From an optimization exercise on the open Yosys and OpenROAD flow, aimed at small area; shortcuts taken in it are not production practice. The RTL was checked by simulation tests, not by an equivalence proof against the original design. Power figures rest on the tool's default switching activity, not on a simulated workload.

## job 6429
==> flow/design.v (excerpt) <==
module FourBitCPU(rst, clk, opcode, address, myinput, myoutput, HLT, s_flag, z_flag, c_flag);
For scale: roughly 30 I/O pins, ~0.0092 mm^2 of cells after synthesis.
clock: 8.0 ns
lec_check: 0
cap_margin: 20
core_margin: 2
core_utilization: 70
gpl_timing_driven: 0
slew_margin: 20
standard.sh (not shown) runs the stock make flow with config.mk's settings and CLKGATE_MAP_FILE= SYNTH_SCRIPT=/design/flow/synth_recipe.tcl, a recipe that flattens the netlist after the stock synthesis.
==> flow/flow/run.sh <==
#!/bin/bash
# Own flow: the standard layout (standard.sh), with the synthesis script
# swapped for flow/synth.tcl (same as synth_recipe.tcl but a different ABC
# mapping script). Every tool's output goes to a log file in this folder.
set -euo pipefail
HERE=$(pwd)
export FLOW_ABC_SCRIPT=$HERE/flow/abc_map.script
# check that synth_recipe.tcl is the script we modified
diff <(grep -v '^proc synth' synth_recipe.tcl) <(grep -v '^#\|^proc\|^  \|^}' flow/synth.tcl) > synth_diff.log 2>&1 || true
sed "s#SYNTH_SCRIPT=[^ ]*#SYNTH_SCRIPT=$HERE/flow/synth.tcl#" standard.sh > my_standard.sh
if [[ -f flow/cts_args ]]; then export CTS_ARGS="$(cat flow/cts_args)"; fi
if [[ -f flow/buffer_ports_args ]]; then export BUFFER_PORTS_ARGS="$(cat flow/buffer_ports_args)"; fi
bash my_standard.sh > flow_run.log 2>&1
==> flow/flow/abc_map.script <==
strash
dch -f
amap
mfs -a
strash
dch -f
amap
topo
==> flow/flow/buffer_ports_args <==
-buffer_cell sky130_fd_sc_hd__buf_1
==> flow/flow/cts_args <==
-sink_clustering_enable -repair_clock_nets -dont_use_dummy_load -buf_list {sky130_fd_sc_hd__clkbuf_8} -sink_clustering_size 20 -sink_clustering_max_diameter 50
==> flow/flow/synth.tcl <==
# The standard flow's synthesis script (synth_recipe.tcl) with one change: the combinational
# logic is mapped by ABC with flow/abc_map.script (area-oriented amap and mfs) instead of
# ORFS's abc_speed/abc_area script. Registers are untouched by ABC.
proc synth {args} { yosys synth -nofsm -noshare {*}$args }
proc abc {args} {
  set i [lsearch -exact $args -script]
  if {$i >= 0} { lset args [expr {$i + 1}] $::env(FLOW_ABC_SCRIPT) }
  yosys abc {*}$args
}
source $::env(SCRIPTS_DIR)/synth.tcl
# left out here: clear keep_hierarchy, flatten, clean up, hide names made inside functions, write 1_2_yosys.v
Job 6429 reached the end of the flow, and the finished layout is clean on the timing, DRC and antenna checks.
[inputs] job 1042 vs job 6429
# job 6429
export LEC_CHECK = 0
export CAP_MARGIN = 20
export CORE_MARGIN = 2
export CORE_UTILIZATION = 70
export GPL_TIMING_DRIVEN = 0
export SLEW_MARGIN = 20
create_clock -name core_clock -period 8.0 [get_ports {clk}]
# job 1042
export LEC_CHECK = 0
export CAP_MARGIN = 10
export CORE_MARGIN = 2
export CORE_UTILIZATION = 78
export GPL_TIMING_DRIVEN = 0
export SLEW_MARGIN = 10
create_clock -name core_clock -period 8.0 [get_ports {clk}]
==> flow/flow/run.sh <==
#!/bin/bash
# Own flow: the standard layout (standard.sh), with the synthesis script
# swapped for flow/synth.tcl (same as synth_recipe.tcl but a different ABC
# mapping script) and no separate adder mapping. Every tool's output goes to a log file in this folder.
set -euo pipefail
HERE=$(pwd)
export FLOW_ABC_SCRIPT=$HERE/flow/abc_map.script
# check that synth_recipe.tcl is the script we modified
diff <(grep -v '^proc synth' synth_recipe.tcl) <(grep -v '^#\|^proc\|^  \|^}' flow/synth.tcl) > synth_diff.log 2>&1 || true
# Also leave ADDER_MAP_FILE empty, so that ORFS skips its extract_fa/adder
# mapping step and ABC maps the adder logic with everything else.
sed "s#SYNTH_SCRIPT=[^ ]*#SYNTH_SCRIPT=$HERE/flow/synth.tcl ADDER_MAP_FILE=#" standard.sh > my_standard.sh
if [[ -f flow/cts_args ]]; then export CTS_ARGS="$(cat flow/cts_args)"; fi
if [[ -f flow/buffer_ports_args ]]; then export BUFFER_PORTS_ARGS="$(cat flow/buffer_ports_args)"; fi
bash my_standard.sh > flow_run.log 2>&1
==> flow/flow/cts_args <==
-sink_clustering_enable -repair_clock_nets -dont_use_dummy_load -buf_list {sky130_fd_sc_hd__clkbuf_4} -sink_clustering_size 10 -sink_clustering_max_diameter 40
When the final numbers for job 6429 and job 1042 were put side by side, the share of power burned in the clock network turned out to be smaller in job 6429.
The run showing the greater share of synthesized cell area in and, or, nand and nor gates is job 1042.
Setup slack of the most critical reg-to-reg path (higher): job 1042
The wire length of the first global-routing pass number comes out lower for job 6429 vs job 1042.
In the flow results for job 6429 and job 1042, the post-layout worst setup margin is larger on job 1042.
Job 1042: routed length on met3 is 39% higher than what job 6429 reported.
### job 1042 -> job 8154
# job 1042
export LEC_CHECK = 0
export CAP_MARGIN = 10
export CORE_MARGIN = 2
export CORE_UTILIZATION = 78
export GPL_TIMING_DRIVEN = 0
export SLEW_MARGIN = 10
create_clock -name core_clock -period 8.0 [get_ports {clk}]
# job 8154
export LEC_CHECK = 0
export CAP_MARGIN = 10
export CORE_MARGIN = 2
export CORE_UTILIZATION = 82
export GPL_TIMING_DRIVEN = 0
export SLEW_MARGIN = 10
create_clock -name core_clock -period 8.0 [get_ports {clk}]
Notes after the runs:
Job 8154 has combinational share of power above what job 1042 had. What job 1042 reported for detail-routed net length per standard cell has to be multiplied by 1.09 to get the figure for job 8154. Compared with job 1042, job 8154 degrades setup slack. Looking only at count of placed standard cells in the final layout, fillers left out, and setting everything else aside, the higher value of job 1042 and job 8154 goes to job 1042. Looking at job 1042 and job 8154, the path depth of the worst reg2reg path is a wash. From job 1042 to job 8154 the numbers moved as follows: utilization grew by 4.2 points, layout overhead on the synthesized area did not really move, minimum clock period after layout increased by 0.59 ns relative to the old numbers. A worst setup path startpoint of opcode[2] is what job 8154 shows, while opcode[3] belongs to job 1042.

---

Another version of the RTL of FourBitCPU (not shown whole).
For scale: about 720 cells after synthesis, about 210 flip-flops, about 30 I/O pins, ~9200 µm² of cells after synthesis.
Settings: LEC_CHECK=0, CAP_MARGIN=0, CORE_MARGIN=2, CORE_UTILIZATION=60, GPL_TIMING_DRIVEN=0, SLEW_MARGIN=0; clock period 8.0 ns.
==> flow/flow/run.sh <==
#!/bin/bash
# Own flow: the standard layout (standard.sh), with the synthesis script
# swapped for flow/synth.tcl (same as synth_recipe.tcl but a different ABC
# mapping script). Every tool's output goes to a log file in this folder.
set -euo pipefail
HERE=$(pwd)
export FLOW_ABC_SCRIPT=$HERE/flow/abc_map.script
# check that synth_recipe.tcl is the script we modified
diff <(grep -v '^proc synth' synth_recipe.tcl) <(grep -v '^#\|^proc\|^  \|^}' flow/synth.tcl) > synth_diff.log 2>&1 || true
sed "s#SYNTH_SCRIPT=[^ ]*#SYNTH_SCRIPT=$HERE/flow/synth.tcl#" standard.sh > my_standard.sh
if [[ -f flow/cts_args ]]; then export CTS_ARGS="$(cat flow/cts_args)"; fi
if [[ -f flow/buffer_ports_args ]]; then export BUFFER_PORTS_ARGS="$(cat flow/buffer_ports_args)"; fi
bash my_standard.sh > flow_run.log 2>&1
==> flow/flow/cts_args <==
-sink_clustering_enable -repair_clock_nets -dont_use_dummy_load -buf_list {sky130_fd_sc_hd__clkbuf_8} -sink_clustering_size 16 -sink_clustering_max_diameter 80
Scripts as last shown in full above: flow/flow/abc_map.script, flow/flow/buffer_ports_args, flow/flow/synth.tcl
The starting point reached the layout checks and failed them: max-capacitance violations, max-slew violations.
Then changed:
CAP_MARGIN = 20   (was 0)
SLEW_MARGIN = 20   (was 0)
What happened: The changed run completed without violations; core utilization stays flat; non-clock buffer count came out lower by 6; global-route usage rose by 0.17 points; die area stays the same; worst setup slack degrades by 0.16 ns; total power barely changes; synthesized area does not change.
Then changed:
CAP_MARGIN = 10   (was 20)
SLEW_MARGIN = 10   (was 20)
The new run produced a clean layout.
Synthesized area stays the same.
Cell area came out higher by 0.38%.
Combinational power rose by about 0.9%.
Total power barely changes.
Core utilization went up by 0.26 points.
Sequential share of layout area falls by 0.23 points.
Global-route usage came out higher by 0.17 points.
Routed wire length is higher by 2.2%.
Die area is unchanged.

-- separate check: timing with driven ports --
The results above use ideal ports. As a check the final layouts listed here were re-extracted and re-timed, cells and wires unchanged. Step 1 (the two cells are an assumption about what drives the block):
set clk [get_ports {clk}]
set_driving_cell -lib_cell sky130_fd_sc_hd__clkbuf_16 $clk
set_driving_cell -lib_cell sky130_fd_sc_hd__buf_2 [delete_from_list [all_inputs] $clk]
Step 2 adds t to the input delays and takes it off the output delays; t is the mean of the earliest and latest rising clock arrival at the registers after step 1. Input paths then give back, and output paths get back, about the clock's delay inside the block. a / b / c = ideal / step 1 / step 2; a / b = the first two.
run	shift t [ns]	setup slack, ns	worst register clock-pin slew, ns
job 6429	0.512	0.397 / 0.410 / -0.102	0.11 / 0.11
job 1042	0.658	1.013 / 1.028 / 0.370	0.12 / 0.12
job 8154	0.680	0.428 / 0.441 / -0.239	0.12 / 0.12
the first run of note 2	0.537	0.388 / 0.383 / -0.154	0.11 / 0.11
the second run of note 2	0.534	0.228 / 0.231 / -0.303	0.11 / 0.11
the third run of note 2	0.534	0.250 / 0.264 / -0.271	0.11 / 0.11
The setup slack of job 8154, which loses most, moves by +0.013 ns with the drivers and by -0.667 ns with both steps.
